Source: an optimization exercise on an open RTL-to-GDS flow (aim: small area, a short achievable clock period and few clock cycles). Production flows keep margins and buffers that such runs may drop. Where RTL was checked, it was by simulation tests only, not by an equivalence proof against the original. Function not checked in runs 2 and 3: the RTL went through the layout flow alone.

==> flow/design.v, too long to show whole: its modules and the start of the top module <==
// module fxp_smul: 12 lines
// module cordic: 3322 lines
module cordic(i_clk, i_rst, i_en, o_vld, o_cosine, o_sine, i_theta);
  // ...
==> flow/flow/run.sh <==
#!/bin/bash
# The standard layout (standard.sh), with timing repair aiming for extra setup slack.
set -euo pipefail
export SETUP_SLACK_MARGIN=6.6
bash standard.sh > standard.log 2>&1
==> flow/standard.sh <==
#!/bin/bash
# synth_recipe.tcl (not shown) runs the flow's synth.tcl, then flattens the netlist and writes it again
# the make line also repeats each setting of config.mk as NAME=value (left out here)
make -C /OpenROAD-flow-scripts/flow DESIGN_CONFIG=/design/flow/config.mk WORK_HOME=/design/flow/orfs CLKGATE_MAP_FILE= SYNTH_SCRIPT=/design/flow/synth_recipe.tcl "${@:-finish}"
==> flow/config.mk <==
export PLATFORM = sky130hd
export DESIGN_NAME = cordic
export DESIGN_NICKNAME = cordic
export VERILOG_FILES = /design/flow/design.v
export SDC_FILE = /design/flow/constraint.sdc
export NUM_CORES = 4
export LEC_CHECK = 0
export CAP_MARGIN = 20
export CORE_MARGIN = 2
export CORE_UTILIZATION = 40
export CTS_BUF_LIST = sky130_fd_sc_hd__clkbuf_16
export CTS_CLUSTER_DIAMETER = 100
export CTS_CLUSTER_SIZE = 25
export SLEW_MARGIN = 20
export SYNTH_MEMORY_MAX_BITS = 16384
==> flow/constraint.sdc <==
create_clock -name core_clock -period 10.0 [get_ports {i_clk}]
set_input_delay 2.0000 -clock core_clock [delete_from_list [all_inputs] [get_ports {i_clk}]]
set_output_delay 2.0000 -clock core_clock [all_outputs]
set_load 0.01 [all_outputs]
==> metrics.md, run 1 <==
| Metric | Value |
|---|---|
| Critical path peak fanout | `6` |
| Worst reg2reg startpoint | `n20_q18` |
| Number of iterations in the first detailed-routing pass | `6` |
| Count of different cell masters after synthesis | `104` |
| Worst hold path startpoint | `n25_q19` |
| Flip-flop count of the largest register, all copies and words added | `30` |
| Final GP Congestion | `~0.87` |
| Area fraction in compound gates after synthesis | `12.4%` |
| Cell with the most instances on the worst path | `sky130_fd_sc_hd__a21o_1` |
| Dominant cells by area after synthesis | `sky130_fd_sc_hd__dfxtp_1, sky130_fd_sc_hd__xnor2_1, sky130_fd_sc_hd__ha_1` |
| Sequential cell area | `27500 µm²` |
| Outcome | `complete, no violations` |
| Top cell class by occupied area | `multi-input combinational cells` |
| Accumulated negative setup slack | `0 ns` |
| Post-CTS Setup Repair Bufs | `35` |
| Minimum clock period | `roughly 3.5 ns` |
| RR Endpoint | `y21_q19[17]` |
| Type of origin of the critical path | `flop` |
| Synth Register Bits | `1370` |
| Worst clock skew on the final layout | `~0.042 ns` |
| Placement Cell Area | `77500 µm²` |
| Area occupied by multi-input gates | `around 45000 µm²` |
| DR top layer | `met4` |
| Clock Buffer Count | `between 70 and 80` |
| Share of final layout cell area taken by clock buffers and inverters | `2.46%` |
| H-tree lvl count | `3` |
| Global routing usage on met2 | `29.2%` |
| Pre-CTS setup slack | `5.99 ns` |
| Final worst path period share | `34.8%` |
| WP data required | `10.63 ns` |
| Share of Yosys cell area claimed by the top area cell type | `36.9%` |
| Die Footprint | `189000 µm²` |
Testbench counts, summed over its fixed seeds: cycles 8,432.
==> run 2: changes to the inputs <==
--- a/flow/design.v
+++ b/flow/design.v
@@ -1000,10 +1000,9 @@
 wire x9_l_G29 = x9_l_G21 | (x9_l_P21 & x9_l_G19);
 wire x9_l_G30 = x9_l_G22 | (x9_l_P22 & x9_l_G19);
 wire x9_l_G31 = x9_l_G23 | (x9_l_P23 & x9_l_G19);
+wire x9_co = x9_l_G31;
 wire [14:0] x9_l_c = {x9_l_G30,x9_l_G29,x9_l_G28,x9_l_G27,x9_l_G26,x9_l_G25,x9_l_G24,x9_l_G19,x9_l_G18,x9_l_G17,x9_l_G16,x9_l_G9,x9_l_G8,x9_l_G0,~n8_q6};
 assign x9_lo[14:0] = x9_l_p0 ^ x9_l_c;
-wire x9_cl = x9_lo[14] ^ x8_q6[14] ^ x9_b[14];
-wire x9_co = (x8_q6[14] & x9_b[14]) | (x9_cl & (x8_q6[14] ^ x9_b[14]));
 wire x9_en = x9_co ^ x9_b[14];
 wire [3:0] x9_y = x8_q6[18:15] ^ {4{x9_b[14]}};
 wire [3:0] x9_t;
@@ -1066,10 +1065,9 @@
 wire y9_l_G29 = y9_l_G21 | (y9_l_P21 & y9_l_G19);
 wire y9_l_G30 = y9_l_G22 | (y9_l_P22 & y9_l_G19);
 wire y9_l_G31 = y9_l_G23 | (y9_l_P23 & y9_l_G19);
+wire y9_co = y9_l_G31;
 wire [14:0] y9_l_c = {y9_l_G30,y9_l_G29,y9_l_G28,y9_l_G27,y9_l_G26,y9_l_G25,y9_l_G24,y9_l_G19,y9_l_G18,y9_l_G17,y9_l_G16,y9_l_G9,y9_l_G8,y9_l_G0,n8_q6};
 assign y9_lo[14:0] = y9_l_p0 ^ y9_l_c;
-wire y9_cl = y9_lo[14] ^ y8_q6[14] ^ y9_b[14];
-wire y9_co = (y8_q6[14] & y9_b[14]) | (y9_cl & (y8_q6[14] ^ y9_b[14]));
 wire y9_en = y9_co ^ y9_b[14];
 wire [3:0] y9_y = y8_q6[18:15] ^ {4{y9_b[14]}};
 wire [3:0] y9_t;
@@ -1134,10 +1132,9 @@
 wire x10_l_G29 = x10_l_G21 | (x10_l_P21 & x10_l_G19);
 wire x10_l_G30 = x10_l_G22 | (x10_l_P22 & x10_l_G19);
 wire x10_l_G31 = x10_l_G23 | (x10_l_P23 & x10_l_G19);
+wire x10_co = x10_l_G31;
 wire [14:0] x10_l_c = {x10_l_G30,x10_l_G29,x10_l_G28,x10_l_G27,x10_l_G26,x10_l_G25,x10_l_G24,x10_l_G19,x10_l_G18,x10_l_G17,x10_l_G16,x10_l_G9,x10_l_G8,x10_l_G0,~n9_q7};
 assign x10_lo[14:0] = x10_l_p0 ^ x10_l_c;
-wire x10_cl = x10_lo[14] ^ x9_q7[14] ^ x10_b[14];
-wire x10_co = (x9_q7[14] & x10_b[14]) | (x10_cl & (x9_q7[14] ^ x10_b[14]));
 wire x10_en = x10_co ^ x10_b[14];
 wire [3:0] x10_y = x9_q7[18:15] ^ {4{x10_b[14]}};
 wire [3:0] x10_t;
@@ -1200,10 +1197,9 @@
 wire y10_l_G29 = y10_l_G21 | (y10_l_P21 & y10_l_G19);
 wire y10_l_G30 = y10_l_G22 | (y10_l_P22 & y10_l_G19);
 wire y10_l_G31 = y10_l_G23 | (y10_l_P23 & y10_l_G19);
+wire y10_co = y10_l_G31;
 wire [14:0] y10_l_c = {y10_l_G30,y10_l_G29,y10_l_G28,y10_l_G27,y10_l_G26,y10_l_G25,y10_l_G24,y10_l_G19,y10_l_G18,y10_l_G17,y10_l_G16,y10_l_G9,y10_l_G8,y10_l_G0,n9_q7};
 assign y10_lo[14:0] = y10_l_p0 ^ y10_l_c;
-wire y10_cl = y10_lo[14] ^ y9_q7[14] ^ y10_b[14];
-wire y10_co = (y9_q7[14] & y10_b[14]) | (y10_cl & (y9_q7[14] ^ y10_b[14]));
 wire y10_en = y10_co ^ y10_b[14];
 wire [3:0] y10_y = y9_q7[18:15] ^ {4{y10_b[14]}};
 wire [3:0] y10_t;
@@ -1261,10 +1257,9 @@
 wire x11_l_G25 = x11_l_G18 | (x11_l_P18 & x11_l_G17);
 wire x11_l_G26 = x11_l_G19 | (x11_l_P19 & x11_l_G17);
 wire x11_l_G27 = x11_l_G20 | (x11_l_P20 & x11_l_G17);
+wire x11_co = x11_l_G27;
 wire [13:0] x11_l_c = {x11_l_G26,x11_l_G25,x11_l_G24,x11_l_G23,x11_l_G22,x11_l_G21,x11_l_G17,x11_l_G16,x11_l_G15,x11_l_G14,x11_l_G8,x11_l_G7,x11_l_G0,~n10_q8};
 assign x11_lo[13:0] = x11_l_p0 ^ x11_l_c;
-wire x11_cl = x11_lo[13] ^ x10_q8[13] ^ x11_b[13];
-wire x11_co = (x10_q8[13] & x11_b[13]) | (x11_cl & (x10_q8[13] ^ x11_b[13]));
 wire x11_en = x11_co ^ x11_b[13];
 wire [4:0] x11_y = x10_q8[18:14] ^ {5{x11_b[13]}};
 wire [4:0] x11_t;
@@ -1321,10 +1316,9 @@
 wire y11_l_G25 = y11_l_G18 | (y11_l_P18 & y11_l_G17);
 wire y11_l_G26 = y11_l_G19 | (y11_l_P19 & y11_l_G17);
 wire y11_l_G27 = y11_l_G20 | (y11_l_P20 & y11_l_G17);
+wire y11_co = y11_l_G27;
 wire [13:0] y11_l_c = {y11_l_G26,y11_l_G25,y11_l_G24,y11_l_G23,y11_l_G22,y11_l_G21,y11_l_G17,y11_l_G16,y11_l_G15,y11_l_G14,y11_l_G8,y11_l_G7,y11_l_G0,n10_q8};
 assign y11_lo[13:0] = y11_l_p0 ^ y11_l_c;
-wire y11_cl = y11_lo[13] ^ y10_q8[13] ^ y11_b[13];
-wire y11_co = (y10_q8[13] & y11_b[13]) | (y11_cl & (y10_q8[13] ^ y11_b[13]));
 wire y11_en = y11_co ^ y11_b[13];
 wire [4:0] y11_y = y10_q8[18:14] ^ {5{y11_b[13]}};
 wire [4:0] y11_t;
@@ -1383,10 +1377,9 @@
 wire x12_l_G25 = x12_l_G18 | (x12_l_P18 & x12_l_G17);
 wire x12_l_G26 = x12_l_G19 | (x12_l_P19 & x12_l_G17);
 wire x12_l_G27 = x12_l_G20 | (x12_l_P20 & x12_l_G17);
+wire x12_co = x12_l_G27;
 wire [13:0] x12_l_c = {x12_l_G26,x12_l_G25,x12_l_G24,x12_l_G23,x12_l_G22,x12_l_G21,x12_l_G17,x12_l_G16,x12_l_G15,x12_l_G14,x12_l_G8,x12_l_G7,x12_l_G0,~n11_q9};
 assign x12_lo[13:0] = x12_l_p0 ^ x12_l_c;
-wire x12_cl = x12_lo[13] ^ x11_q9[13] ^ x12_b[13];
-wire x12_co = (x11_q9[13] & x12_b[13]) | (x12_cl & (x11_q9[13] ^ x12_b[13]));
 wire x12_en = x12_co ^ x12_b[13];
 wire [4:0] x12_y = x11_q9[18:14] ^ {5{x12_b[13]}};
 wire [4:0] x12_t;
@@ -1443,10 +1436,9 @@
 wire y12_l_G25 = y12_l_G18 | (y12_l_P18 & y12_l_G17);
 wire y12_l_G26 = y12_l_G19 | (y12_l_P19 & y12_l_G17);
 wire y12_l_G27 = y12_l_G20 | (y12_l_P20 & y12_l_G17);
+wire y12_co = y12_l_G27;
 wire [13:0] y12_l_c = {y12_l_G26,y12_l_G25,y12_l_G24,y12_l_G23,y12_l_G22,y12_l_G21,y12_l_G17,y12_l_G16,y12_l_G15,y12_l_G14,y12_l_G8,y12_l_G7,y12_l_G0,n11_q9};
 assign y12_lo[13:0] = y12_l_p0 ^ y12_l_c;
-wire y12_cl = y12_lo[13] ^ y11_q9[13] ^ y12_b[13];
-wire y12_co = (y11_q9[13] & y12_b[13]) | (y12_cl & (y11_q9[13] ^ y12_b[13]));
 wire y12_en = y12_co ^ y12_b[13];
 wire [4:0] y12_y = y11_q9[18:14] ^ {5{y12_b[13]}};
 wire [4:0] y12_t;
@@ -1500,10 +1492,9 @@
 wire x13_l_G22 = x13_l_G12 | (x13_l_P12 & x13_l_G16);
 wire x13_l_G23 = x13_l_G17 | (x13_l_P17 & x13_l_G16);
 wire x13_l_G24 = x13_l_G18 | (x13_l_P18 & x13_l_G16);
+wire x13_co = x13_l_G24;
 wire [12:0] x13_l_c = {x13_l_G23,x13_l_G22,x13_l_G21,x13_l_G20,x13_l_G19,x13_l_G16,x13_l_G15,x13_l_G14,x13_l_G13,x13_l_G8,x13_l_G7,x13_l_G0,~n12_q10};
 assign x13_lo[12:0] = x13_l_p0 ^ x13_l_c;
-wire x13_cl = x13_lo[12] ^ x12_q10[12] ^ x13_b[12];
-wire x13_co = (x12_q10[12] & x13_b[12]) | (x13_cl & (x12_q10[12] ^ x13_b[12]));
 wire x13_en = x13_co ^ x13_b[12];
 wire [5:0] x13_y = x12_q10[18:13] ^ {6{x13_b[12]}};
 wire [5:0] x13_t;
@@ -1556,10 +1547,9 @@
 wire y13_l_G22 = y13_l_G12 | (y13_l_P12 & y13_l_G16);
 wire y13_l_G23 = y13_l_G17 | (y13_l_P17 & y13_l_G16);
 wire y13_l_G24 = y13_l_G18 | (y13_l_P18 & y13_l_G16);
+wire y13_co = y13_l_G24;
 wire [12:0] y13_l_c = {y13_l_G23,y13_l_G22,y13_l_G21,y13_l_G20,y13_l_G19,y13_l_G16,y13_l_G15,y13_l_G14,y13_l_G13,y13_l_G8,y13_l_G7,y13_l_G0,n12_q10};
 assign y13_lo[12:0] = y13_l_p0 ^ y13_l_c;
-wire y13_cl = y13_lo[12] ^ y12_q10[12] ^ y13_b[12];
-wire y13_co = (y12_q10[12] & y13_b[12]) | (y13_cl & (y12_q10[12] ^ y13_b[12]));
 wire y13_en = y13_co ^ y13_b[12];
 wire [5:0] y13_y = y12_q10[18:13] ^ {6{y13_b[12]}};
 wire [5:0] y13_t;
@@ -1614,10 +1604,9 @@
 wire x14_l_G22 = x14_l_G12 | (x14_l_P12 & x14_l_G16);
 wire x14_l_G23 = x14_l_G17 | (x14_l_P17 & x14_l_G16);
 wire x14_l_G24 = x14_l_G18 | (x14_l_P18 & x14_l_G16);
+wire x14_co = x14_l_G24;
 wire [12:0] x14_l_c = {x14_l_G23,x14_l_G22,x14_l_G21,x14_l_G20,x14_l_G19,x14_l_G16,x14_l_G15,x14_l_G14,x14_l_G13,x14_l_G8,x14_l_G7,x14_l_G0,~n13_q11};
 assign x14_lo[12:0] = x14_l_p0 ^ x14_l_c;
-wire x14_cl = x14_lo[12] ^ x13_q11[12] ^ x14_b[12];
-wire x14_co = (x13_q11[12] & x14_b[12]) | (x14_cl & (x13_q11[12] ^ x14_b[12]));
 wire x14_en = x14_co ^ x14_b[12];
 wire [5:0] x14_y = x13_q11[18:13] ^ {6{x14_b[12]}};
 wire [5:0] x14_t;
@@ -1670,10 +1659,9 @@
 wire y14_l_G22 = y14_l_G12 | (y14_l_P12 & y14_l_G16);
 wire y14_l_G23 = y14_l_G17 | (y14_l_P17 & y14_l_G16);
 wire y14_l_G24 = y14_l_G18 | (y14_l_P18 & y14_l_G16);
+wire y14_co = y14_l_G24;
 wire [12:0] y14_l_c = {y14_l_G23,y14_l_G22,y14_l_G21,y14_l_G20,y14_l_G19,y14_l_G16,y14_l_G15,y14_l_G14,y14_l_G13,y14_l_G8,y14_l_G7,y14_l_G0,n13_q11};
 assign y14_lo[12:0] = y14_l_p0 ^ y14_l_c;
-wire y14_cl = y14_lo[12] ^ y13_q11[12] ^ y14_b[12];
-wire y14_co = (y13_q11[12] & y14_b[12]) | (y14_cl & (y13_q11[12] ^ y14_b[12]));
 wire y14_en = y14_co ^ y14_b[12];
 wire [5:0] y14_y = y13_q11[18:13] ^ {6{y14_b[12]}};
 wire [5:0] y14_t;
@@ -1723,10 +1711,9 @@
 wire x15_l_G19 = x15_l_G10 | (x15_l_P10 & x15_l_G15);
 wire x15_l_G20 = x15_l_G11 | (x15_l_P11 & x15_l_G15);
 wire x15_l_G21 = x15_l_G16 | (x15_l_P16 & x15_l_G15);
+wire x15_co = x15_l_G21;
 wire [11:0] x15_l_c = {x15_l_G20,x15_l_G19,x15_l_G18,x15_l_G17,x15_l_G15,x15_l_G14,x15_l_G13,x15_l_G12,x15_l_G7,x15_l_G6,x15_l_G0,~n14_q12};
 assign x15_lo[11:0] = x15_l_p0 ^ x15_l_c;
-wire x15_cl = x15_lo[11] ^ x14_q12[11] ^ x15_b[11];
-wire x15_co = (x14_q12[11] & x15_b[11]) | (x15_cl & (x14_q12[11] ^ x15_b[11]));
 wire x15_en = x15_co ^ x15_b[11];
 wire [6:0] x15_y = x14_q12[18:12] ^ {7{x15_b[11]}};
 wire [6:0] x15_t;
@@ -1775,10 +1762,9 @@
 wire y15_l_G19 = y15_l_G10 | (y15_l_P10 & y15_l_G15);
 wire y15_l_G20 = y15_l_G11 | (y15_l_P11 & y15_l_G15);
 wire y15_l_G21 = y15_l_G16 | (y15_l_P16 & y15_l_G15);
+wire y15_co = y15_l_G21;
 wire [11:0] y15_l_c = {y15_l_G20,y15_l_G19,y15_l_G18,y15_l_G17,y15_l_G15,y15_l_G14,y15_l_G13,y15_l_G12,y15_l_G7,y15_l_G6,y15_l_G0,n14_q12};
 assign y15_lo[11:0] = y15_l_p0 ^ y15_l_c;
-wire y15_cl = y15_lo[11] ^ y14_q12[11] ^ y15_b[11];
-wire y15_co = (y14_q12[11] & y15_b[11]) | (y15_cl & (y14_q12[11] ^ y15_b[11]));
 wire y15_en = y15_co ^ y15_b[11];
 wire [6:0] y15_y = y14_q12[18:12] ^ {7{y15_b[11]}};
 wire [6:0] y15_t;
@@ -1829,10 +1815,9 @@
 wire x16_l_G19 = x16_l_G10 | (x16_l_P10 & x16_l_G15);
 wire x16_l_G20 = x16_l_G11 | (x16_l_P11 & x16_l_G15);
 wire x16_l_G21 = x16_l_G16 | (x16_l_P16 & x16_l_G15);
+wire x16_co = x16_l_G21;
 wire [11:0] x16_l_c = {x16_l_G20,x16_l_G19,x16_l_G18,x16_l_G17,x16_l_G15,x16_l_G14,x16_l_G13,x16_l_G12,x16_l_G7,x16_l_G6,x16_l_G0,~n15_q13};
 assign x16_lo[11:0] = x16_l_p0 ^ x16_l_c;
-wire x16_cl = x16_lo[11] ^ x15_q13[11] ^ x16_b[11];
-wire x16_co = (x15_q13[11] & x16_b[11]) | (x16_cl & (x15_q13[11] ^ x16_b[11]));
 wire x16_en = x16_co ^ x16_b[11];
 wire [6:0] x16_y = x15_q13[18:12] ^ {7{x16_b[11]}};
 wire [6:0] x16_t;
@@ -1881,10 +1866,9 @@
 wire y16_l_G19 = y16_l_G10 | (y16_l_P10 & y16_l_G15);
 wire y16_l_G20 = y16_l_G11 | (y16_l_P11 & y16_l_G15);
 wire y16_l_G21 = y16_l_G16 | (y16_l_P16 & y16_l_G15);
+wire y16_co = y16_l_G21;
 wire [11:0] y16_l_c = {y16_l_G20,y16_l_G19,y16_l_G18,y16_l_G17,y16_l_G15,y16_l_G14,y16_l_G13,y16_l_G12,y16_l_G7,y16_l_G6,y16_l_G0,n15_q13};
 assign y16_lo[11:0] = y16_l_p0 ^ y16_l_c;
-wire y16_cl = y16_lo[11] ^ y15_q13[11] ^ y16_b[11];
-wire y16_co = (y15_q13[11] & y16_b[11]) | (y16_cl & (y15_q13[11] ^ y16_b[11]));
 wire y16_en = y16_co ^ y16_b[11];
 wire [6:0] y16_y = y15_q13[18:12] ^ {7{y16_b[11]}};
 wire [6:0] y16_t;
@@ -1932,10 +1916,9 @@
 wire x17_l_G17 = x17_l_G4 | (x17_l_P4 & x17_l_G15);
 wire x17_l_G18 = x17_l_G10 | (x17_l_P10 & x17_l_G15);
 wire x17_l_G19 = x17_l_G11 | (x17_l_P11 & x17_l_G15);
+wire x17_co = x17_l_G19;
 wire [10:0] x17_l_c = {x17_l_G18,x17_l_G17,x17_l_G16,x17_l_G15,x17_l_G14,x17_l_G13,x17_l_G12,x17_l_G7,x17_l_G6,x17_l_G0,~n16_q14};
 assign x17_lo[10:0] = x17_l_p0 ^ x17_l_c;
-wire x17_cl = x17_lo[10] ^ x16_q14[10] ^ x17_b[10];
-wire x17_co = (x16_q14[10] & x17_b[10]) | (x17_cl & (x16_q14[10] ^ x17_b[10]));
 wire x17_en = x17_co ^ x17_b[10];
 wire [7:0] x17_y = x16_q14[18:11] ^ {8{x17_b[10]}};
 wire [7:0] x17_t;
@@ -1982,10 +1965,9 @@
 wire y17_l_G17 = y17_l_G4 | (y17_l_P4 & y17_l_G15);
 wire y17_l_G18 = y17_l_G10 | (y17_l_P10 & y17_l_G15);
 wire y17_l_G19 = y17_l_G11 | (y17_l_P11 & y17_l_G15);
+wire y17_co = y17_l_G19;
 wire [10:0] y17_l_c = {y17_l_G18,y17_l_G17,y17_l_G16,y17_l_G15,y17_l_G14,y17_l_G13,y17_l_G12,y17_l_G7,y17_l_G6,y17_l_G0,n16_q14};
 assign y17_lo[10:0] = y17_l_p0 ^ y17_l_c;
-wire y17_cl = y17_lo[10] ^ y16_q14[10] ^ y17_b[10];
-wire y17_co = (y16_q14[10] & y17_b[10]) | (y17_cl & (y16_q14[10] ^ y17_b[10]));
 wire y17_en = y17_co ^ y17_b[10];
 wire [7:0] y17_y = y16_q14[18:11] ^ {8{y17_b[10]}};
 wire [7:0] y17_t;
@@ -2034,10 +2016,9 @@
 wire x18_l_G17 = x18_l_G4 | (x18_l_P4 & x18_l_G15);
 wire x18_l_G18 = x18_l_G10 | (x18_l_P10 & x18_l_G15);
 wire x18_l_G19 = x18_l_G11 | (x18_l_P11 & x18_l_G15);
+wire x18_co = x18_l_G19;
 wire [10:0] x18_l_c = {x18_l_G18,x18_l_G17,x18_l_G16,x18_l_G15,x18_l_G14,x18_l_G13,x18_l_G12,x18_l_G7,x18_l_G6,x18_l_G0,~n17_q15};
 assign x18_lo[10:0] = x18_l_p0 ^ x18_l_c;
-wire x18_cl = x18_lo[10] ^ x17_q15[10] ^ x18_b[10];
-wire x18_co = (x17_q15[10] & x18_b[10]) | (x18_cl & (x17_q15[10] ^ x18_b[10]));
 wire x18_en = x18_co ^ x18_b[10];
 wire [7:0] x18_y = x17_q15[18:11] ^ {8{x18_b[10]}};
 wire [7:0] x18_t;
@@ -2084,10 +2065,9 @@
 wire y18_l_G17 = y18_l_G4 | (y18_l_P4 & y18_l_G15);
 wire y18_l_G18 = y18_l_G10 | (y18_l_P10 & y18_l_G15);
 wire y18_l_G19 = y18_l_G11 | (y18_l_P11 & y18_l_G15);
+wire y18_co = y18_l_G19;
 wire [10:0] y18_l_c = {y18_l_G18,y18_l_G17,y18_l_G16,y18_l_G15,y18_l_G14,y18_l_G13,y18_l_G12,y18_l_G7,y18_l_G6,y18_l_G0,n17_q15};
 assign y18_lo[10:0] = y18_l_p0 ^ y18_l_c;
-wire y18_cl = y18_lo[10] ^ y17_q15[10] ^ y18_b[10];
-wire y18_co = (y17_q15[10] & y18_b[10]) | (y18_cl & (y17_q15[10] ^ y18_b[10]));
 wire y18_en = y18_co ^ y18_b[10];
 wire [7:0] y18_y = y17_q15[18:11] ^ {8{y18_b[10]}};
 wire [7:0] y18_t;
@@ -2131,10 +2111,9 @@
 wire x19_l_G14 = x19_l_g0[7] | (x19_l_p0[7] & x19_l_G13);
 wire x19_l_G15 = x19_l_G4 | (x19_l_P4 & x19_l_G13);
 wire x19_l_G16 = x19_l_G9 | (x19_l_P9 & x19_l_G13);
+wire x19_co = x19_l_G16;
 wire [9:0] x19_l_c = {x19_l_G15,x19_l_G14,x19_l_G13,x19_l_G12,x19_l_G11,x19_l_G10,x19_l_G6,x19_l_G5,x19_l_G0,~n18_q16};
 assign x19_lo[9:0] = x19_l_p0 ^ x19_l_c;
-wire x19_cl = x19_lo[9] ^ x18_q16[9] ^ x19_b[9];
-wire x19_co = (x18_q16[9] & x19_b[9]) | (x19_cl & (x18_q16[9] ^ x19_b[9]));
 wire x19_en = x19_co ^ x19_b[9];
 wire [8:0] x19_y = x18_q16[18:10] ^ {9{x19_b[9]}};
 wire [8:0] x19_t;
@@ -2177,10 +2156,9 @@
 wire y19_l_G14 = y19_l_g0[7] | (y19_l_p0[7] & y19_l_G13);
 wire y19_l_G15 = y19_l_G4 | (y19_l_P4 & y19_l_G13);
 wire y19_l_G16 = y19_l_G9 | (y19_l_P9 & y19_l_G13);
+wire y19_co = y19_l_G16;
 wire [9:0] y19_l_c = {y19_l_G15,y19_l_G14,y19_l_G13,y19_l_G12,y19_l_G11,y19_l_G10,y19_l_G6,y19_l_G5,y19_l_G0,n18_q16};
 assign y19_lo[9:0] = y19_l_p0 ^ y19_l_c;
-wire y19_cl = y19_lo[9] ^ y18_q16[9] ^ y19_b[9];
-wire y19_co = (y18_q16[9] & y19_b[9]) | (y19_cl & (y18_q16[9] ^ y19_b[9]));
 wire y19_en = y19_co ^ y19_b[9];
 wire [8:0] y19_y = y18_q16[18:10] ^ {9{y19_b[9]}};
 wire [8:0] y19_t;
@@ -2225,10 +2203,9 @@
 wire x20_l_G14 = x20_l_g0[7] | (x20_l_p0[7] & x20_l_G13);
 wire x20_l_G15 = x20_l_G4 | (x20_l_P4 & x20_l_G13);
 wire x20_l_G16 = x20_l_G9 | (x20_l_P9 & x20_l_G13);
+wire x20_co = x20_l_G16;
 wire [9:0] x20_l_c = {x20_l_G15,x20_l_G14,x20_l_G13,x20_l_G12,x20_l_G11,x20_l_G10,x20_l_G6,x20_l_G5,x20_l_G0,~n19_q17};
 assign x20_lo[9:0] = x20_l_p0 ^ x20_l_c;
-wire x20_cl = x20_lo[9] ^ x19_q17[9] ^ x20_b[9];
-wire x20_co = (x19_q17[9] & x20_b[9]) | (x20_cl & (x19_q17[9] ^ x20_b[9]));
 wire x20_en = x20_co ^ x20_b[9];
 wire [8:0] x20_y = x19_q17[18:10] ^ {9{x20_b[9]}};
 wire [8:0] x20_t;
@@ -2271,10 +2248,9 @@
 wire y20_l_G14 = y20_l_g0[7] | (y20_l_p0[7] & y20_l_G13);
 wire y20_l_G15 = y20_l_G4 | (y20_l_P4 & y20_l_G13);
 wire y20_l_G16 = y20_l_G9 | (y20_l_P9 & y20_l_G13);
+wire y20_co = y20_l_G16;
 wire [9:0] y20_l_c = {y20_l_G15,y20_l_G14,y20_l_G13,y20_l_G12,y20_l_G11,y20_l_G10,y20_l_G6,y20_l_G5,y20_l_G0,n19_q17};
 assign y20_lo[9:0] = y20_l_p0 ^ y20_l_c;
-wire y20_cl = y20_lo[9] ^ y19_q17[9] ^ y20_b[9];
-wire y20_co = (y19_q17[9] & y20_b[9]) | (y20_cl & (y19_q17[9] ^ y20_b[9]));
 wire y20_en = y20_co ^ y20_b[9];
 wire [8:0] y20_y = y19_q17[18:10] ^ {9{y20_b[9]}};
 wire [8:0] y20_t;
@@ -2316,10 +2292,9 @@
 wire x21_l_G12 = x21_l_G8 | (x21_l_P8 & x21_l_G6);
 wire x21_l_G13 = x21_l_g0[7] | (x21_l_p0[7] & x21_l_G12);
 wire x21_l_G14 = x21_l_G4 | (x21_l_P4 & x21_l_G12);
+wire x21_co = x21_l_G14;
 wire [8:0] x21_l_c = {x21_l_G13,x21_l_G12,x21_l_G11,x21_l_G10,x21_l_G9,x21_l_G6,x21_l_G5,x21_l_G0,~n20_q18};
 assign x21_lo[8:0] = x21_l_p0 ^ x21_l_c;
-wire x21_cl = x21_lo[8] ^ x20_q18[8] ^ x21_b[8];
-wire x21_co = (x20_q18[8] & x21_b[8]) | (x21_cl & (x20_q18[8] ^ x21_b[8]));
 wire x21_en = x21_co ^ x21_b[8];
 wire [9:0] x21_y = x20_q18[18:9] ^ {10{x21_b[8]}};
 wire [9:0] x21_t;
@@ -2360,10 +2335,9 @@
 wire y21_l_G12 = y21_l_G8 | (y21_l_P8 & y21_l_G6);
 wire y21_l_G13 = y21_l_g0[7] | (y21_l_p0[7] & y21_l_G12);
 wire y21_l_G14 = y21_l_G4 | (y21_l_P4 & y21_l_G12);
+wire y21_co = y21_l_G14;
 wire [8:0] y21_l_c = {y21_l_G13,y21_l_G12,y21_l_G11,y21_l_G10,y21_l_G9,y21_l_G6,y21_l_G5,y21_l_G0,n20_q18};
 assign y21_lo[8:0] = y21_l_p0 ^ y21_l_c;
-wire y21_cl = y21_lo[8] ^ y20_q18[8] ^ y21_b[8];
-wire y21_co = (y20_q18[8] & y21_b[8]) | (y21_cl & (y20_q18[8] ^ y21_b[8]));
 wire y21_en = y21_co ^ y21_b[8];
 wire [9:0] y21_y = y20_q18[18:9] ^ {10{y21_b[8]}};
 wire [9:0] y21_t;
@@ -2406,10 +2380,9 @@
 wire x22_l_G12 = x22_l_G8 | (x22_l_P8 & x22_l_G6);
 wire x22_l_G13 = x22_l_g0[7] | (x22_l_p0[7] & x22_l_G12);
 wire x22_l_G14 = x22_l_G4 | (x22_l_P4 & x22_l_G12);
+wire x22_co = x22_l_G14;
 wire [8:0] x22_l_c = {x22_l_G13,x22_l_G12,x22_l_G11,x22_l_G10,x22_l_G9,x22_l_G6,x22_l_G5,x22_l_G0,~n21_q19};
 assign x22_lo[8:0] = x22_l_p0 ^ x22_l_c;
-wire x22_cl = x22_lo[8] ^ x21_q19[8] ^ x22_b[8];
-wire x22_co = (x21_q19[8] & x22_b[8]) | (x22_cl & (x21_q19[8] ^ x22_b[8]));
 wire x22_en = x22_co ^ x22_b[8];
 wire [9:0] x22_y = x21_q19[18:9] ^ {10{x22_b[8]}};
 wire [9:0] x22_t;
@@ -2450,10 +2423,9 @@
 wire y22_l_G12 = y22_l_G8 | (y22_l_P8 & y22_l_G6);
 wire y22_l_G13 = y22_l_g0[7] | (y22_l_p0[7] & y22_l_G12);
 wire y22_l_G14 = y22_l_G4 | (y22_l_P4 & y22_l_G12);
+wire y22_co = y22_l_G14;
 wire [8:0] y22_l_c = {y22_l_G13,y22_l_G12,y22_l_G11,y22_l_G10,y22_l_G9,y22_l_G6,y22_l_G5,y22_l_G0,n21_q19};
 assign y22_lo[8:0] = y22_l_p0 ^ y22_l_c;
-wire y22_cl = y22_lo[8] ^ y21_q19[8] ^ y22_b[8];
-wire y22_co = (y21_q19[8] & y22_b[8]) | (y22_cl & (y21_q19[8] ^ y22_b[8]));
 wire y22_en = y22_co ^ y22_b[8];
 wire [9:0] y22_y = y21_q19[18:9] ^ {10{y22_b[8]}};
 wire [9:0] y22_t;
@@ -2493,10 +2465,9 @@
 wire x23_l_G10 = x23_l_G6 | (x23_l_P6 & x23_l_G5);
 wire x23_l_G11 = x23_l_G7 | (x23_l_P7 & x23_l_G5);
 wire x23_l_G12 = x23_l_g0[7] | (x23_l_p0[7] & x23_l_G11);
+wire x23_co = x23_l_G12;
 wire [7:0] x23_l_c = {x23_l_G11,x23_l_G10,x23_l_G9,x23_l_G8,x23_l_G5,x23_l_G4,x23_l_G0,~n22_q20};
 assign x23_lo[7:0] = x23_l_p0 ^ x23_l_c;
-wire x23_cl = x23_lo[7] ^ x22_q20[7] ^ x23_b[7];
-wire x23_co = (x22_q20[7] & x23_b[7]) | (x23_cl & (x22_q20[7] ^ x23_b[7]));
 wire x23_en = x23_co ^ x23_b[7];
 wire [10:0] x23_y = x22_q20[18:8] ^ {11{x23_b[7]}};
 wire [10:0] x23_t;
@@ -2535,10 +2506,9 @@
 wire y23_l_G10 = y23_l_G6 | (y23_l_P6 & y23_l_G5);
 wire y23_l_G11 = y23_l_G7 | (y23_l_P7 & y23_l_G5);
 wire y23_l_G12 = y23_l_g0[7] | (y23_l_p0[7] & y23_l_G11);
+wire y23_co = y23_l_G12;
 wire [7:0] y23_l_c = {y23_l_G11,y23_l_G10,y23_l_G9,y23_l_G8,y23_l_G5,y23_l_G4,y23_l_G0,n22_q20};
 assign y23_lo[7:0] = y23_l_p0 ^ y23_l_c;
-wire y23_cl = y23_lo[7] ^ y22_q20[7] ^ y23_b[7];
-wire y23_co = (y22_q20[7] & y23_b[7]) | (y23_cl & (y22_q20[7] ^ y23_b[7]));
 wire y23_en = y23_co ^ y23_b[7];
 wire [10:0] y23_y = y22_q20[18:8] ^ {11{y23_b[7]}};
 wire [10:0] y23_t;
@@ -2579,10 +2549,9 @@
 wire x24_l_G10 = x24_l_G6 | (x24_l_P6 & x24_l_G5);
 wire x24_l_G11 = x24_l_G7 | (x24_l_P7 & x24_l_G5);
 wire x24_l_G12 = x24_l_g0[7] | (x24_l_p0[7] & x24_l_G11);
+wire x24_co = x24_l_G12;
 wire [7:0] x24_l_c = {x24_l_G11,x24_l_G10,x24_l_G9,x24_l_G8,x24_l_G5,x24_l_G4,x24_l_G0,~n23_q21};
 assign x24_lo[7:0] = x24_l_p0 ^ x24_l_c;
-wire x24_cl = x24_lo[7] ^ x23_q21[7] ^ x24_b[7];
-wire x24_co = (x23_q21[7] & x24_b[7]) | (x24_cl & (x23_q21[7] ^ x24_b[7]));
 wire x24_en = x24_co ^ x24_b[7];
 wire [10:0] x24_y = x23_q21[18:8] ^ {11{x24_b[7]}};
 wire [10:0] x24_t;
@@ -2621,10 +2590,9 @@
 wire y24_l_G10 = y24_l_G6 | (y24_l_P6 & y24_l_G5);
 wire y24_l_G11 = y24_l_G7 | (y24_l_P7 & y24_l_G5);
 wire y24_l_G12 = y24_l_g0[7] | (y24_l_p0[7] & y24_l_G11);
+wire y24_co = y24_l_G12;
 wire [7:0] y24_l_c = {y24_l_G11,y24_l_G10,y24_l_G9,y24_l_G8,y24_l_G5,y24_l_G4,y24_l_G0,n23_q21};
 assign y24_lo[7:0] = y24_l_p0 ^ y24_l_c;
-wire y24_cl = y24_lo[7] ^ y23_q21[7] ^ y24_b[7];
-wire y24_co = (y23_q21[7] & y24_b[7]) | (y24_cl & (y23_q21[7] ^ y24_b[7]));
 wire y24_en = y24_co ^ y24_b[7];
 wire [10:0] y24_y = y23_q21[18:8] ^ {11{y24_b[7]}};
 wire [10:0] y24_t;
@@ -2664,10 +2632,9 @@
 wire x25_l_G9 = x25_l_G2 | (x25_l_P2 & x25_l_G5);
 wire x25_l_G10 = x25_l_G6 | (x25_l_P6 & x25_l_G5);
 wire x25_l_G11 = x25_l_G7 | (x25_l_P7 & x25_l_G5);
+wire x25_co = x25_l_G11;
 wire [6:0] x25_l_c = {x25_l_G10,x25_l_G9,x25_l_G8,x25_l_G5,x25_l_G4,x25_l_G0,~n24_q22};
 assign x25_lo[6:0] = x25_l_p0 ^ x25_l_c;
-wire x25_cl = x25_lo[6] ^ x24_q22[6] ^ x25_b[6];
-wire x25_co = (x24_q22[6] & x25_b[6]) | (x25_cl & (x24_q22[6] ^ x25_b[6]));
 wire x25_en = x25_co ^ x25_b[6];
 wire [11:0] x25_y = x24_q22[18:7] ^ {12{x25_b[6]}};
 wire [11:0] x25_t;
@@ -2706,10 +2673,9 @@
 wire y25_l_G9 = y25_l_G2 | (y25_l_P2 & y25_l_G5);
 wire y25_l_G10 = y25_l_G6 | (y25_l_P6 & y25_l_G5);
 wire y25_l_G11 = y25_l_G7 | (y25_l_P7 & y25_l_G5);
+wire y25_co = y25_l_G11;
 wire [6:0] y25_l_c = {y25_l_G10,y25_l_G9,y25_l_G8,y25_l_G5,y25_l_G4,y25_l_G0,n24_q22};
 assign y25_lo[6:0] = y25_l_p0 ^ y25_l_c;
-wire y25_cl = y25_lo[6] ^ y24_q22[6] ^ y25_b[6];
-wire y25_co = (y24_q22[6] & y25_b[6]) | (y25_cl & (y24_q22[6] ^ y25_b[6]));
 wire y25_en = y25_co ^ y25_b[6];
 wire [11:0] y25_y = y24_q22[18:7] ^ {12{y25_b[6]}};
 wire [11:0] y25_t;
@@ -2750,10 +2716,9 @@
 wire x26_l_G9 = x26_l_G2 | (x26_l_P2 & x26_l_G5);
 wire x26_l_G10 = x26_l_G6 | (x26_l_P6 & x26_l_G5);
 wire x26_l_G11 = x26_l_G7 | (x26_l_P7 & x26_l_G5);
+wire x26_co = x26_l_G11;
 wire [6:0] x26_l_c = {x26_l_G10,x26_l_G9,x26_l_G8,x26_l_G5,x26_l_G4,x26_l_G0,~n25_q23};
 assign x26_lo[6:0] = x26_l_p0 ^ x26_l_c;
-wire x26_cl = x26_lo[6] ^ x25_q23[6] ^ x26_b[6];
-wire x26_co = (x25_q23[6] & x26_b[6]) | (x26_cl & (x25_q23[6] ^ x26_b[6]));
 wire x26_en = x26_co ^ x26_b[6];
 wire [11:0] x26_y = x25_q23[18:7] ^ {12{x26_b[6]}};
 wire [11:0] x26_t;
@@ -2792,10 +2757,9 @@
 wire y26_l_G9 = y26_l_G2 | (y26_l_P2 & y26_l_G5);
 wire y26_l_G10 = y26_l_G6 | (y26_l_P6 & y26_l_G5);
 wire y26_l_G11 = y26_l_G7 | (y26_l_P7 & y26_l_G5);
+wire y26_co = y26_l_G11;
 wire [6:0] y26_l_c = {y26_l_G10,y26_l_G9,y26_l_G8,y26_l_G5,y26_l_G4,y26_l_G0,n25_q23};
 assign y26_lo[6:0] = y26_l_p0 ^ y26_l_c;
-wire y26_cl = y26_lo[6] ^ y25_q23[6] ^ y26_b[6];
-wire y26_co = (y25_q23[6] & y26_b[6]) | (y26_cl & (y25_q23[6] ^ y26_b[6]));
 wire y26_en = y26_co ^ y26_b[6];
 wire [11:0] y26_y = y25_q23[18:7] ^ {12{y26_b[6]}};
 wire [11:0] y26_t;
@@ -2831,10 +2795,9 @@
 wire x27_l_G6 = x27_l_g0[3] | (x27_l_p0[3] & x27_l_G4);
 wire x27_l_G7 = x27_l_G2 | (x27_l_P2 & x27_l_G4);
 wire x27_l_G8 = x27_l_G5 | (x27_l_P5 & x27_l_G4);
+wire x27_co = x27_l_G8;
 wire [5:0] x27_l_c = {x27_l_G7,x27_l_G6,x27_l_G4,x27_l_G3,x27_l_G0,~n26_q24};
 assign x27_lo[5:0] = x27_l_p0 ^ x27_l_c;
-wire x27_cl = x27_lo[5] ^ x26_q24[5] ^ x27_b[5];
-wire x27_co = (x26_q24[5] & x27_b[5]) | (x27_cl & (x26_q24[5] ^ x27_b[5]));
 wire x27_en = x27_co ^ x27_b[5];
 wire [12:0] x27_y = x26_q24[18:6] ^ {13{x27_b[5]}};
 wire [12:0] x27_t;
@@ -2869,10 +2832,9 @@
 wire y27_l_G6 = y27_l_g0[3] | (y27_l_p0[3] & y27_l_G4);
 wire y27_l_G7 = y27_l_G2 | (y27_l_P2 & y27_l_G4);
 wire y27_l_G8 = y27_l_G5 | (y27_l_P5 & y27_l_G4);
+wire y27_co = y27_l_G8;
 wire [5:0] y27_l_c = {y27_l_G7,y27_l_G6,y27_l_G4,y27_l_G3,y27_l_G0,n26_q24};
 assign y27_lo[5:0] = y27_l_p0 ^ y27_l_c;
-wire y27_cl = y27_lo[5] ^ y26_q24[5] ^ y27_b[5];
-wire y27_co = (y26_q24[5] & y27_b[5]) | (y27_cl & (y26_q24[5] ^ y27_b[5]));
 wire y27_en = y27_co ^ y27_b[5];
 wire [12:0] y27_y = y26_q24[18:6] ^ {13{y27_b[5]}};
 wire [12:0] y27_t;
@@ -2909,10 +2871,9 @@
 wire x28_l_G6 = x28_l_g0[3] | (x28_l_p0[3] & x28_l_G4);
 wire x28_l_G7 = x28_l_G2 | (x28_l_P2 & x28_l_G4);
 wire x28_l_G8 = x28_l_G5 | (x28_l_P5 & x28_l_G4);
+wire x28_co = x28_l_G8;
 wire [5:0] x28_l_c = {x28_l_G7,x28_l_G6,x28_l_G4,x28_l_G3,x28_l_G0,~n27_q25};
 assign x28_lo[5:0] = x28_l_p0 ^ x28_l_c;
-wire x28_cl = x28_lo[5] ^ x27_q25[5] ^ x28_b[5];
-wire x28_co = (x27_q25[5] & x28_b[5]) | (x28_cl & (x27_q25[5] ^ x28_b[5]));
 wire x28_en = x28_co ^ x28_b[5];
 wire [12:0] x28_y = x27_q25[18:6] ^ {13{x28_b[5]}};
 wire [12:0] x28_t;
@@ -2947,10 +2908,9 @@
 wire y28_l_G6 = y28_l_g0[3] | (y28_l_p0[3] & y28_l_G4);
 wire y28_l_G7 = y28_l_G2 | (y28_l_P2 & y28_l_G4);
 wire y28_l_G8 = y28_l_G5 | (y28_l_P5 & y28_l_G4);
+wire y28_co = y28_l_G8;
 wire [5:0] y28_l_c = {y28_l_G7,y28_l_G6,y28_l_G4,y28_l_G3,y28_l_G0,n27_q25};
 assign y28_lo[5:0] = y28_l_p0 ^ y28_l_c;
-wire y28_cl = y28_lo[5] ^ y27_q25[5] ^ y28_b[5];
-wire y28_co = (y27_q25[5] & y28_b[5]) | (y28_cl & (y27_q25[5] ^ y28_b[5]));
 wire y28_en = y28_co ^ y28_b[5];
 wire [12:0] y28_y = y27_q25[18:6] ^ {13{y28_b[5]}};
 wire [12:0] y28_t;
@@ -2984,10 +2944,9 @@
 wire x29_l_G4 = x29_l_G1 | (x29_l_P1 & x29_l_G0);
 wire x29_l_G5 = x29_l_g0[3] | (x29_l_p0[3] & x29_l_G4);
 wire x29_l_G6 = x29_l_G2 | (x29_l_P2 & x29_l_G4);
+wire x29_co = x29_l_G6;
 wire [4:0] x29_l_c = {x29_l_G5,x29_l_G4,x29_l_G3,x29_l_G0,~n28_q26};
 assign x29_lo[4:0] = x29_l_p0 ^ x29_l_c;
-wire x29_cl = x29_lo[4] ^ x28_q26[4] ^ x29_b[4];
-wire x29_co = (x28_q26[4] & x29_b[4]) | (x29_cl & (x28_q26[4] ^ x29_b[4]));
 wire x29_en = x29_co ^ x29_b[4];
 wire [13:0] x29_y = x28_q26[18:5] ^ {14{x29_b[4]}};
 wire [13:0] x29_t;
@@ -3020,10 +2979,9 @@
 wire y29_l_G4 = y29_l_G1 | (y29_l_P1 & y29_l_G0);
 wire y29_l_G5 = y29_l_g0[3] | (y29_l_p0[3] & y29_l_G4);
 wire y29_l_G6 = y29_l_G2 | (y29_l_P2 & y29_l_G4);
+wire y29_co = y29_l_G6;
 wire [4:0] y29_l_c = {y29_l_G5,y29_l_G4,y29_l_G3,y29_l_G0,n28_q26};
 assign y29_lo[4:0] = y29_l_p0 ^ y29_l_c;
-wire y29_cl = y29_lo[4] ^ y28_q26[4] ^ y29_b[4];
-wire y29_co = (y28_q26[4] & y29_b[4]) | (y29_cl & (y28_q26[4] ^ y29_b[4]));
 wire y29_en = y29_co ^ y29_b[4];
 wire [13:0] y29_y = y28_q26[18:5] ^ {14{y29_b[4]}};
 wire [13:0] y29_t;
@@ -3058,10 +3016,9 @@
 wire x30_l_G4 = x30_l_G1 | (x30_l_P1 & x30_l_G0);
 wire x30_l_G5 = x30_l_g0[3] | (x30_l_p0[3] & x30_l_G4);
 wire x30_l_G6 = x30_l_G2 | (x30_l_P2 & x30_l_G4);
+wire x30_co = x30_l_G6;
 wire [4:0] x30_l_c = {x30_l_G5,x30_l_G4,x30_l_G3,x30_l_G0,~n29_q27};
 assign x30_lo[4:0] = x30_l_p0 ^ x30_l_c;
-wire x30_cl = x30_lo[4] ^ x29_q27[4] ^ x30_b[4];
-wire x30_co = (x29_q27[4] & x30_b[4]) | (x30_cl & (x29_q27[4] ^ x30_b[4]));
 wire x30_en = x30_co ^ x30_b[4];
 wire [13:0] x30_y = x29_q27[18:5] ^ {14{x30_b[4]}};
 wire [13:0] x30_t;
@@ -3094,10 +3051,9 @@
 wire y30_l_G4 = y30_l_G1 | (y30_l_P1 & y30_l_G0);
 wire y30_l_G5 = y30_l_g0[3] | (y30_l_p0[3] & y30_l_G4);
 wire y30_l_G6 = y30_l_G2 | (y30_l_P2 & y30_l_G4);
+wire y30_co = y30_l_G6;
 wire [4:0] y30_l_c = {y30_l_G5,y30_l_G4,y30_l_G3,y30_l_G0,n29_q27};
 assign y30_lo[4:0] = y30_l_p0 ^ y30_l_c;
-wire y30_cl = y30_lo[4] ^ y29_q27[4] ^ y30_b[4];
-wire y30_co = (y29_q27[4] & y30_b[4]) | (y30_cl & (y29_q27[4] ^ y30_b[4]));
 wire y30_en = y30_co ^ y30_b[4];
 wire [13:0] y30_y = y29_q27[18:5] ^ {14{y30_b[4]}};
 wire [13:0] y30_t;
--- a/flow/config.mk
+++ b/flow/config.mk
@@ -7,9 +7,10 @@
 export LEC_CHECK = 0
 export CAP_MARGIN = 20
 export CORE_MARGIN = 2
-export CORE_UTILIZATION = 40
+export CORE_UTILIZATION = 60
 export CTS_BUF_LIST = sky130_fd_sc_hd__clkbuf_16
 export CTS_CLUSTER_DIAMETER = 100
 export CTS_CLUSTER_SIZE = 25
+export PLACE_DENSITY = 0.72
 export SLEW_MARGIN = 20
 export SYNTH_MEMORY_MAX_BITS = 16384
==> run 2 against run 1 <==
Still clean; count of clock-buffer cells in the layout did not move; via count increased by 2.8%; critical path depth down 7; final area fell by 0.47%; non-clock buffer count shrank 7; final cell count fell by 6.7%; maximum frequency increased by 1.6%.
==> metrics.md, run 2 <==
| Metric | Value |
|---|---|
| Placement row count | `129 (was 158)` |
| Most common cell in the synthesized netlist | `sky130_fd_sc_hd__dfxtp_1 (unchanged)` |
| Simple-Gate Fraction of Synth Area | `13.9% (was 14.1%)` |
| Pins over their slew limit | `0 (unchanged)` |
| Worst Reg-to-Reg Cells | `12 (was 19)` |
| Pre-CTS setup slack | `5.92 ns (was 5.99 ns)` |
| Final worst path period share | `34.2% (was 34.8%)` |
| Post-synthesis average cell area | `9.28 µm² (was 9.39 µm²)` |
| Drt initial violations | `3314 (was 2748)` |
| Top delay family on crit path | `compound AO/OA/AOI/OAI gates (unchanged)` |
| End point of the critical path | `y16_q14[15] (was y21_q19[17])` |
| WP data required | `10.54 ns (was 10.63 ns)` |
| Clock-pin slew on the worst setup and hold paths | `0.09 ns (was 0.10 ns)` |
| Worst-case register-to-register setup slack | `6.58 ns (was 6.52 ns)` |
| Detailed-route vias per instance | `5.62 (was 5.10)` |
| Most frequent cells in the layout | `sky130_fd_sc_hd__dfxtp_1, sky130_fd_sc_hd__xnor2_1, sky130_fd_sc_hd__xor2_1, sky130_fd_sc_hd__nor2_1, sky130_fd_sc_hd__ha_1 (unchanged)` |
| Most used DFF post-synth | `sky130_fd_sc_hd__dfxtp_1 (unchanged)` |
| Core utilization of the finished layout | `65.3% (was 43.9%)` |
| Final cell count without fillers | `9716 (was 10400)` |
| Flip-flop count of the largest register, all copies and words added | `30 (unchanged)` |
| Post-DR wirelength/cell | `16.5 µm (was 15.4 µm)` |
| Number of antenna violations at the first check in global routing | `1 (was 2)` |
| Category of the most critical setup path | `flop to flop (unchanged)` |
| Arrival time at the worst endpoint | `3.97 ns (was 4.11 ns)` |
| Final GP Congestion | `0.915 (was 0.873)` |
| RSZ-0062 raised after global routing | `yes (unchanged)` |
| Clock tree from TritonCTS | `yes (unchanged)` |
| Syn Nets | `8883 (was 8667)` |
| Fraction of final layout cells with drive strength greater than 1 | `5.56% (was 6.97%)` |
| Most flops, register | `vld (unchanged)` |
| Total instance count after detailed placement | `9561 (was 10200)` |
| Critical Path Sink Type | `flop (unchanged)` |
| Minimum clock period | `3.42 ns (was 3.48 ns)` |
| Final routed DRC violation total | `0 (unchanged)` |
| Count of inserted antenna diode cells | `0 (unchanged)` |
| Worst clock skew on the final layout | `0.0262 ns (was 0.0417 ns)` |
| Proportion of register bits with asynchronous set or reset after synthesis | `0% (unchanged)` |
| Worst slew margin | `23.2% (was 28.4%)` |
| Cts hold-fix bufs | `0 (unchanged)` |
| Maximum number of pins on one net before global-route repair | `74 (unchanged)` |
| Layout overhead on the synthesized area | `7.80% (was 9.30%)` |
| Placement Cell Area | `77200 µm² (was 77500 µm²)` |
| Number of global-route vias before repair | `52200 (about the same)` |
| Most frequent standard cell in the layout excluding fill and tap cells | `sky130_fd_sc_hd__dfxtp_1 (unchanged)` |
| Worst hold path startpoint | `n4_q4 (was n25_q19)` |
| Registers with the most flip-flops | `vld (30), bx_q29 (24), by_q29 (24) (unchanged)` |
| Clock sink count | `1370 (unchanged)` |
| Area of all placed cells without fillers | `80900 µm² (was 81300 µm²)` |
| Number of buffers between clock root and the deepest sink | `3 (unchanged)` |
| Accumulated negative setup slack | `0 ns (unchanged)` |
| Antenna-violating nets left | `0 (unchanged)` |
| Share of cell area taken by muxes after synthesis | `1.89% (was 1.92%)` |
| Dominant cells by area after synthesis | `sky130_fd_sc_hd__dfxtp_1, sky130_fd_sc_hd__ha_1, sky130_fd_sc_hd__xnor2_1 (was sky130_fd_sc_hd__dfxtp_1, sky130_fd_sc_hd__xnor2_1, sky130_fd_sc_hd__ha_1)` |
| CTS root buf | `sky130_fd_sc_hd__clkbuf_16 (unchanged)` |
| Mapped cell area | `75000 µm² (was 74400 µm²)` |
| Post-route worst setup slack | `6.58 ns (was 6.52 ns)` |
| Routed via count | `54600 (was 53100)` |
| Worst stage delay on the critical path | `0.45 ns (was 0.37 ns)` |
| Stages on the worst setup path | `12 (was 19)` |
| Final Hold Fails | `0 (unchanged)` |
| Port Buf Inserts | `75 (unchanged)` |
| H-tree lvl count | `3 (unchanged)` |
| Top cell types by occurrence after synthesis | `sky130_fd_sc_hd__dfxtp_1, sky130_fd_sc_hd__xnor2_1, sky130_fd_sc_hd__xor2_1 (unchanged)` |
| Gr ovfl total | `0 (unchanged)` |
| Area share of xor/xnor cells in the synthesized design | `16.3% (was 17.0%)` |
| All-layer global routing usage | `24.4% (was 16.4%)` |
| Sequential element share of the synthesized area | `36.5% (was 36.9%)` |
| Type of origin of the critical path | `flop (unchanged)` |
| Worst reg2reg startpoint | `n15_q13 (was n20_q18)` |
| Die Footprint | `128000 µm² (was 189000 µm²)` |
| Drt total wl | `160000 µm (about the same)` |
| Outcome | `complete, no violations (unchanged)` |
| Worst setup path startpoint | `n15_q13 (was n20_q18)` |
| Wire length of the first global-routing pass | `259000 µm (was 262000 µm)` |
| Dominant combinational cell family by area after synthesis | `XOR/XNOR gates (unchanged)` |
| Count of different cell masters after synthesis | `88 (was 104)` |
| Starting density of the core | `60.5% (was 40.2%)` |
| Num ports | `76 (unchanged)` |
| Nets@finish | `8865 (was 8661)` |
| Worst-margin pin slew | `1.15 ns (was 1.07 ns)` |
| Slowest stage cell, crit path | `sky130_fd_sc_hd__or4_4 (was sky130_fd_sc_hd__or3_4)` |
| Core region area | `124000 µm² (was 185000 µm²)` |
| Number of endpoints failing setup at the final stage | `0 (unchanged)` |
| Number of iterations in the first detailed-routing pass | `5 (was 6)` |
| Critical Path, Cell by Cell | `buf_12 > xor2_1 > ha_1 > and3_1 > a221o_1 > o311a_1 > o31a_1 > or4_4 > a31oi_4 > nor3b_2 > o21ai_1 > xnor2_1 (was buf_12 > xor2_4 > ha_4 > a21o_1 > a21oi_2 > o21bai_1 > a21oi_2 > nor2b_2 > o21a_1 > nor2_2 > fa_2 > nand2_2 > or3_4 > nor3_4 > a31oi_2 > a21o_1 > a21o_1 > nor2_1 > xor2_1)` |
| Synth Register Bits | `1370 (unchanged)` |
| Height of the chip | `358 µm (was 435 µm)` |
| Half-perimeter wire length of the detailed placement result | `123000 µm (about the same)` |
| Inserted Clock Buffers | `66 (was 67)` |
| Worst hold margin | `0.327 ns (was 0.298 ns)` |
| Clock insertion delay at the later pin of the skew report | `0.66 ns (was 0.72 ns)` |
| Area fraction in compound gates after synthesis | `12.6% (was 12.4%)` |
| Number of flops mapped to enable cells by yosys | `0 (unchanged)` |
| Syn. warnings | `1 (unchanged)` |
| Buffering stage count on the worst path with inverters included | `1 (unchanged)` |
| Adder and majority gate portion of the synthesized area | `14.8% (was 14.0%)` |
| Gate Count Post-Synth | `8086 (was 7921)` |
| Class of the tightest hold or removal check | `flop to flop (unchanged)` |
| RR Endpoint | `y16_q14[15] (was y21_q19[17])` |
| Horiz. Die Dim | `358 µm (was 435 µm)` |
| Share of Yosys cell area claimed by the top area cell type | `36.5% (was 36.9%)` |
| Critical path peak fanout | `4 (was 6)` |
| Number of maximum-capacitance violations | `0 (unchanged)` |
| Max Fclk | `292 MHz (was 287 MHz)` |
| Total of fill cells in the finished design | `10100 (was 17800)` |
| Largest area contributor in the synthesized netlist | `sky130_fd_sc_hd__dfxtp_1 (unchanged)` |
run 2: worst min-delay path by stage:
| stage | depth (start not counted) | end | slack, ns |
|---|---|---|---|
| floorplan | 0 | n0_q3 | 0.31 |
| finish | 0 | n4_q5 | 0.33 |
| CTS | 0 | n4_q5 | 0.32 |
| global placement | 0 | n28_q25 | 0.31 |
| detailed placement | 0 | n4_q5 | 0.31 |
| global route | 0 | n4_q5 | 0.33 |
run 2: cell type report:
| type | count | area, µm² | area share [%] |
|---|---|---|---|
| repair buffers | 182 | 1710 | 2.12 |
| multi-input cells | 5945 | 45900 | 56.7 |
| well taps | 1637 | 2050 | 2.53 |
| inverters | 503 | 1890 | 2.33 |
| clock inverters | 8 | 85.1 | 0.105 |
| clock buffers | 71 | 1780 | 2.20 |
| flip-flops and latches | 1370 | 27500 | 34.0 |
run 2: cells by family (layout without fill, tap and decap cells):
group,Yosys count,count (layout)
AOI/OAI and AO/OA,1489,1489
xor gates and xnor gates,1397,1397
adders and majority gates,771,771
buffers and inverters,771,764
DFF,1370,1370
muxes,137,137
and+or+nand+nor,2151,2151
run 2: what timing repair did:
| action | in CTS | in global routing |
|---|---|---|
| gates cloned | 1 | 3 |
| pin swaps | 12 | 73 |
| gates resized for setup | 122 | 180 |
| setup buffers | 21 | 51 |
| endpoints found under the setup margin | 235 | 210 |
run 2: metal layers:
metal | part of all wire (%) | GRT usage [%] | routed length (µm)
met5 | 0.0081 | 0 | 13
met4 | 2.6 | 6.76 | 4090
met3 | 3.7 | 2.30 | 5970
met2 | 48 | 41.9 | 76100
met1 | 46 | 32.7 | 73700
==> run 3: changes to the inputs <==
--- a/flow/config.mk
+++ b/flow/config.mk
@@ -7,10 +7,9 @@
 export LEC_CHECK = 0
 export CAP_MARGIN = 20
 export CORE_MARGIN = 2
-export CORE_UTILIZATION = 60
+export CORE_UTILIZATION = 40
 export CTS_BUF_LIST = sky130_fd_sc_hd__clkbuf_16
 export CTS_CLUSTER_DIAMETER = 100
 export CTS_CLUSTER_SIZE = 25
-export PLACE_DENSITY = 0.72
 export SLEW_MARGIN = 20
 export SYNTH_MEMORY_MAX_BITS = 16384
==> run 3 against run 2 <==
Clock skew decreased by 0.00065 ns; final cell count is 8.9% higher; final area increased by 1.6%; global-route usage shrank 7.8 points; utilization shrank 21 points; hold slack worse by 0.010 ns; non-clock buffer count up 17; sequential cell count stayed put; first-iteration DRC count is 19% lower; synthesized cell count is the same.
==> metrics.md, run 3 <==
| Metric | Value |
|---|---|
| Outcome | `complete, no violations (unchanged)` |
| Worst-margin pin slew | `1.13 ns (was 1.15 ns)` |
| Category of the most critical setup path | `flop to flop (unchanged)` |
| Dominant cells by area after synthesis | `sky130_fd_sc_hd__dfxtp_1, sky130_fd_sc_hd__ha_1, sky130_fd_sc_hd__xnor2_1 (unchanged)` |
| Share of Yosys cell area claimed by the top area cell type | `36.5% (unchanged)` |
| Final routed DRC violation total | `0 (unchanged)` |
| Top delay family on crit path | `compound AO/OA/AOI/OAI gates (unchanged)` |
| Maximum number of pins on one net before global-route repair | `74 (unchanged)` |
| Minimum clock period | `3.41 ns (was 3.42 ns)` |
| Endpoint of the worst hold-timing path | `n23_q19 (was n4_q5)` |
| Worst Reg-to-Reg Cells | `12 (unchanged)` |
| Routed via count | `54000 (was 54600)` |
| Num ports | `76 (unchanged)` |
| Type of origin of the critical path | `flop (unchanged)` |
| Number of flops mapped to enable cells by yosys | `0 (unchanged)` |
| Half-perimeter wire length of the detailed placement result | `125000 µm (was 123000 µm)` |
| Class of the tightest hold or removal check | `flop to flop (unchanged)` |
| Buffering stage count on the worst path with inverters included | `1 (unchanged)` |
| Core region area | `186000 µm² (was 124000 µm²)` |
| Most frequent standard cell in the layout excluding fill and tap cells | `sky130_fd_sc_hd__dfxtp_1 (unchanged)` |
| Pins over their slew limit | `0 (unchanged)` |
| Die Footprint | `191000 µm² (was 128000 µm²)` |
| Number of antenna violations at the first check in global routing | `3 (was 1)` |
| Worst hold path startpoint | `n23_q18 (was n4_q4)` |
| Gate Count Post-Synth | `8086 (unchanged)` |
| Clock tree from TritonCTS | `yes (unchanged)` |
| Sequential element share of the synthesized area | `36.5% (unchanged)` |
| Number of global-route vias before repair | `52700 (was 52200)` |
| Height of the chip | `437 µm (was 358 µm)` |
| Worst-case register-to-register setup slack | `6.59 ns (was 6.58 ns)` |
| Number of iterations in the first detailed-routing pass | `5 (unchanged)` |
| Accumulated negative setup slack | `0 ns (unchanged)` |
| Post-DR wirelength/cell | `15.4 µm (was 16.5 µm)` |
| Number of maximum-capacitance violations | `0 (unchanged)` |
| Most frequent cells in the layout | `sky130_fd_sc_hd__dfxtp_1, sky130_fd_sc_hd__xnor2_1, sky130_fd_sc_hd__xor2_1, sky130_fd_sc_hd__nor2_1, sky130_fd_sc_hd__ha_1 (unchanged)` |
| Gr ovfl total | `0 (unchanged)` |
| Final GP Congestion | `0.870 (was 0.915)` |
| Post-synthesis average cell area | `9.28 µm² (unchanged)` |
| Worst stage delay on the critical path | `0.45 ns (about the same)` |
| Worst reg2reg startpoint | `n15_q13 (unchanged)` |
| Worst hold path cell count | `0 (unchanged)` |
| Worst slew margin | `24.3% (was 23.2%)` |
| Nets@finish | `8884 (was 8865)` |
| Inserted Clock Buffers | `67 (was 66)` |
| Final Hold Fails | `0 (unchanged)` |
| Critical Path, Cell by Cell | `buf_12 > xor2_2 > ha_1 > and3_4 > a221o_1 > o311a_4 > o31a_1 > or4_4 > a31oi_4 > xnor2_2 > nand2b_4 > xnor2_2 (was buf_12 > xor2_1 > ha_1 > and3_1 > a221o_1 > o311a_1 > o31a_1 > or4_4 > a31oi_4 > nor3b_2 > o21ai_1 > xnor2_1)` |
| Arrival time at the worst endpoint | `4.02 ns (was 3.97 ns)` |
| Number of endpoints failing setup at the final stage | `0 (unchanged)` |
| Horiz. Die Dim | `437 µm (was 358 µm)` |
| Wire length of the first global-routing pass | `266000 µm (was 259000 µm)` |
| Placement row count | `158 (was 129)` |
| Port Buf Inserts | `75 (unchanged)` |
| WP data required | `10.61 ns (was 10.54 ns)` |
| Most flops, register | `vld (unchanged)` |
| Fraction of final layout cells with drive strength greater than 1 | `6.06% (was 5.56%)` |
| Registers with the most flip-flops | `vld (30), bx_q29 (24), by_q29 (24) (unchanged)` |
| All-layer global routing usage | `16.6% (was 24.4%)` |
| Flip-flop count of the largest register, all copies and words added | `30 (unchanged)` |
| Syn Nets | `8883 (unchanged)` |
| Starting density of the core | `40.4% (was 60.5%)` |
| Worst clock skew on the final layout | `0.0256 ns (was 0.0262 ns)` |
| Clock insertion delay at the later pin of the skew report | `0.71 ns (was 0.66 ns)` |
| Mapped cell area | `75000 µm² (unchanged)` |
| Synth Register Bits | `1370 (unchanged)` |
| Count of different cell masters after synthesis | `88 (unchanged)` |
| Critical path peak fanout | `6 (was 4)` |
| Antenna-violating nets left | `0 (unchanged)` |
| Most common cell in the synthesized netlist | `sky130_fd_sc_hd__dfxtp_1 (unchanged)` |
| Drt initial violations | `2671 (was 3314)` |
| Slowest stage cell, crit path | `sky130_fd_sc_hd__or4_4 (unchanged)` |
| Drt total wl | `163000 µm (was 160000 µm)` |
| Detailed-route vias per instance | `5.10 (was 5.62)` |
| H-tree lvl count | `3 (unchanged)` |
| Clock sink count | `1370 (unchanged)` |
| Top cell types by occurrence after synthesis | `sky130_fd_sc_hd__dfxtp_1, sky130_fd_sc_hd__xnor2_1, sky130_fd_sc_hd__xor2_1 (unchanged)` |
| Critical Path Sink Type | `flop (unchanged)` |
| RSZ-0062 raised after global routing | `yes (unchanged)` |
| Cell with the most instances on the worst path | `sky130_fd_sc_hd__xnor2_2` |
| Clock-pin slew on the worst setup and hold paths | `0.10 ns (was 0.09 ns)` |
| Syn. warnings | `1 (unchanged)` |
| Number of buffers between clock root and the deepest sink | `3 (unchanged)` |
| CTS root buf | `sky130_fd_sc_hd__clkbuf_16 (unchanged)` |
| Most used DFF post-synth | `sky130_fd_sc_hd__dfxtp_1 (unchanged)` |
| Count of inserted antenna diode cells | `0 (unchanged)` |
| Largest area contributor in the synthesized netlist | `sky130_fd_sc_hd__dfxtp_1 (unchanged)` |
| Proportion of register bits with asynchronous set or reset after synthesis | `0% (unchanged)` |
| Max Fclk | `293 MHz (was 292 MHz)` |
| Final worst path period share | `34.1% (was 34.2%)` |
| Layout overhead on the synthesized area | `9.57% (was 7.80%)` |
| RR Endpoint | `y16_q14[14] (was y16_q14[15])` |
## run 3: cell counts after synthesis
Identical to the previous run, type by type.
## run 3: logic make-up (layout without fill, tap and decap cells)
| logic type | Yosys count | in the layout | share of synthesized area [%] |
|---|---|---|---|
| AO/OA/AOI/OAI | 1489 | 1490 | 12.6 |
| XOR/XNOR | 1397 | 1397 | 16.3 |
| adder cells (fa/ha/maj) | 771 | 771 | 14.8 |
| buffers and inverters | 771 | 788 | 3.94 |
| flip-flops | 1370 | 1370 | 36.5 |
| multiplexers | 137 | 137 | 1.89 |
| AND/OR/NAND/NOR | 2151 | 2151 | 13.9 |
## run 3: worst reg2reg max path, stage by stage, from the launching register on
cell	delay, ns
sky130_fd_sc_hd__dfxtp_4	0.36
sky130_fd_sc_hd__buf_12	0.14
sky130_fd_sc_hd__xor2_2	0.14
sky130_fd_sc_hd__ha_1	0.33
sky130_fd_sc_hd__and3_4	0.19
sky130_fd_sc_hd__a221o_1	0.36
sky130_fd_sc_hd__o311a_4	0.35
sky130_fd_sc_hd__o31a_1	0.27
sky130_fd_sc_hd__or4_4	0.45
sky130_fd_sc_hd__a31oi_4	0.27
sky130_fd_sc_hd__xnor2_2	0.14
sky130_fd_sc_hd__nand2b_4	0.19
sky130_fd_sc_hd__xnor2_2	0.14
## run 3: how the worst max path moves through the flow
stage	from	to	cells past startpoint
after floorplan	n15_q13	y16_q14[14]	14
after global placement	n23_q21	x24_q22[17]	16
after detailed placement	n23_q21	x24_q22[17]	16
after CTS	n15_q13	y16_q14[18]	12
after global routing	n22_q20	x23_q21[15]	17
final	n15_q13	y16_q14[14]	12
## run 3: final cells by class
type                    count  area (µm²)
clock inverters            17         190
multi-input cells        5946       45900
repair buffers            199        1900
clock buffers              69        1730
well taps                2480        3100
fillers                 17900      104000
inverters                 503        1890
flip-flops and latches   1370       27500
## run 3: through the flow
step | std cells | worst slack (ns) | hold slack (ns) | instance area, µm² | utilization [%]
after detailed placement | 10400 | 5.81 | 0.312 | 78200 | 42.1
after global routing | 10600 | 6.41 | 0.327 | 82200 | 44.2
final | 10600 | 6.59 | 0.317 | 82200 | 44.2
after global placement | 10400 | 5.78 | 0.310 | 78200 | 42.1
after floorplan | 8086 | 6.50 | 0.310 | 75300 | -
after CTS | 10500 | 6.50 | 0.307 | 80800 | 43.5
## run 3: what timing repair did
action,CTS,global route
endpoints found under the setup margin,246,209
pin swaps,16,70
setup buffers,24,64
gates cloned,2,4
gates resized for setup,162,171
hold buffers,0,0
## run 3: metal layers
metal,wire length [µm],global-route usage [%],up-vias
li1,-,-,27500
met1,75500,21.4,25500
met2,79300,29.4,754
met3,4680,1.85,203
met4,3690,4.06,0
met5,0,0,-

## separate check: timing with driven ports
The flow's constraints put no driver on any port. The routed layouts listed below were extracted and timed again, unchanged, in two steps. Step 1 (the two cells are an assumption about what drives the block):
set clk [get_ports {i_clk}]
set_driving_cell -lib_cell sky130_fd_sc_hd__clkbuf_16 $clk
set_driving_cell -lib_cell sky130_fd_sc_hd__buf_2 [delete_from_list [all_inputs] $clk]
Step 2 times the ports against the registers' clock, not the clock port: input delays grow and output delays shrink by t, the midpoint of the rising clock arrivals with the driver on. a / b / c = ideal ports / drivers / drivers and shift; a / b = the first two.
| run | t, ns | setup slack, ns | clock arrival spread, ns | cell pins on the clock port's net |
|---|---|---|---|---|
| run 1 | 0.774 | 6.519 / 6.519 / 6.519 | 0.050 / 0.049 | 1 |
| run 2 | 0.722 | 6.575 / 6.575 / 6.575 | 0.030 / 0.030 | 1 |
| run 3 | 0.782 | 6.586 / 6.586 / 6.517 | 0.029 / 0.029 | 1 |
After both steps every run listed still meets setup and hold. For run 3, which loses most, drivers alone change the setup slack by 0.000 ns; drivers and shift together by -0.069 ns.
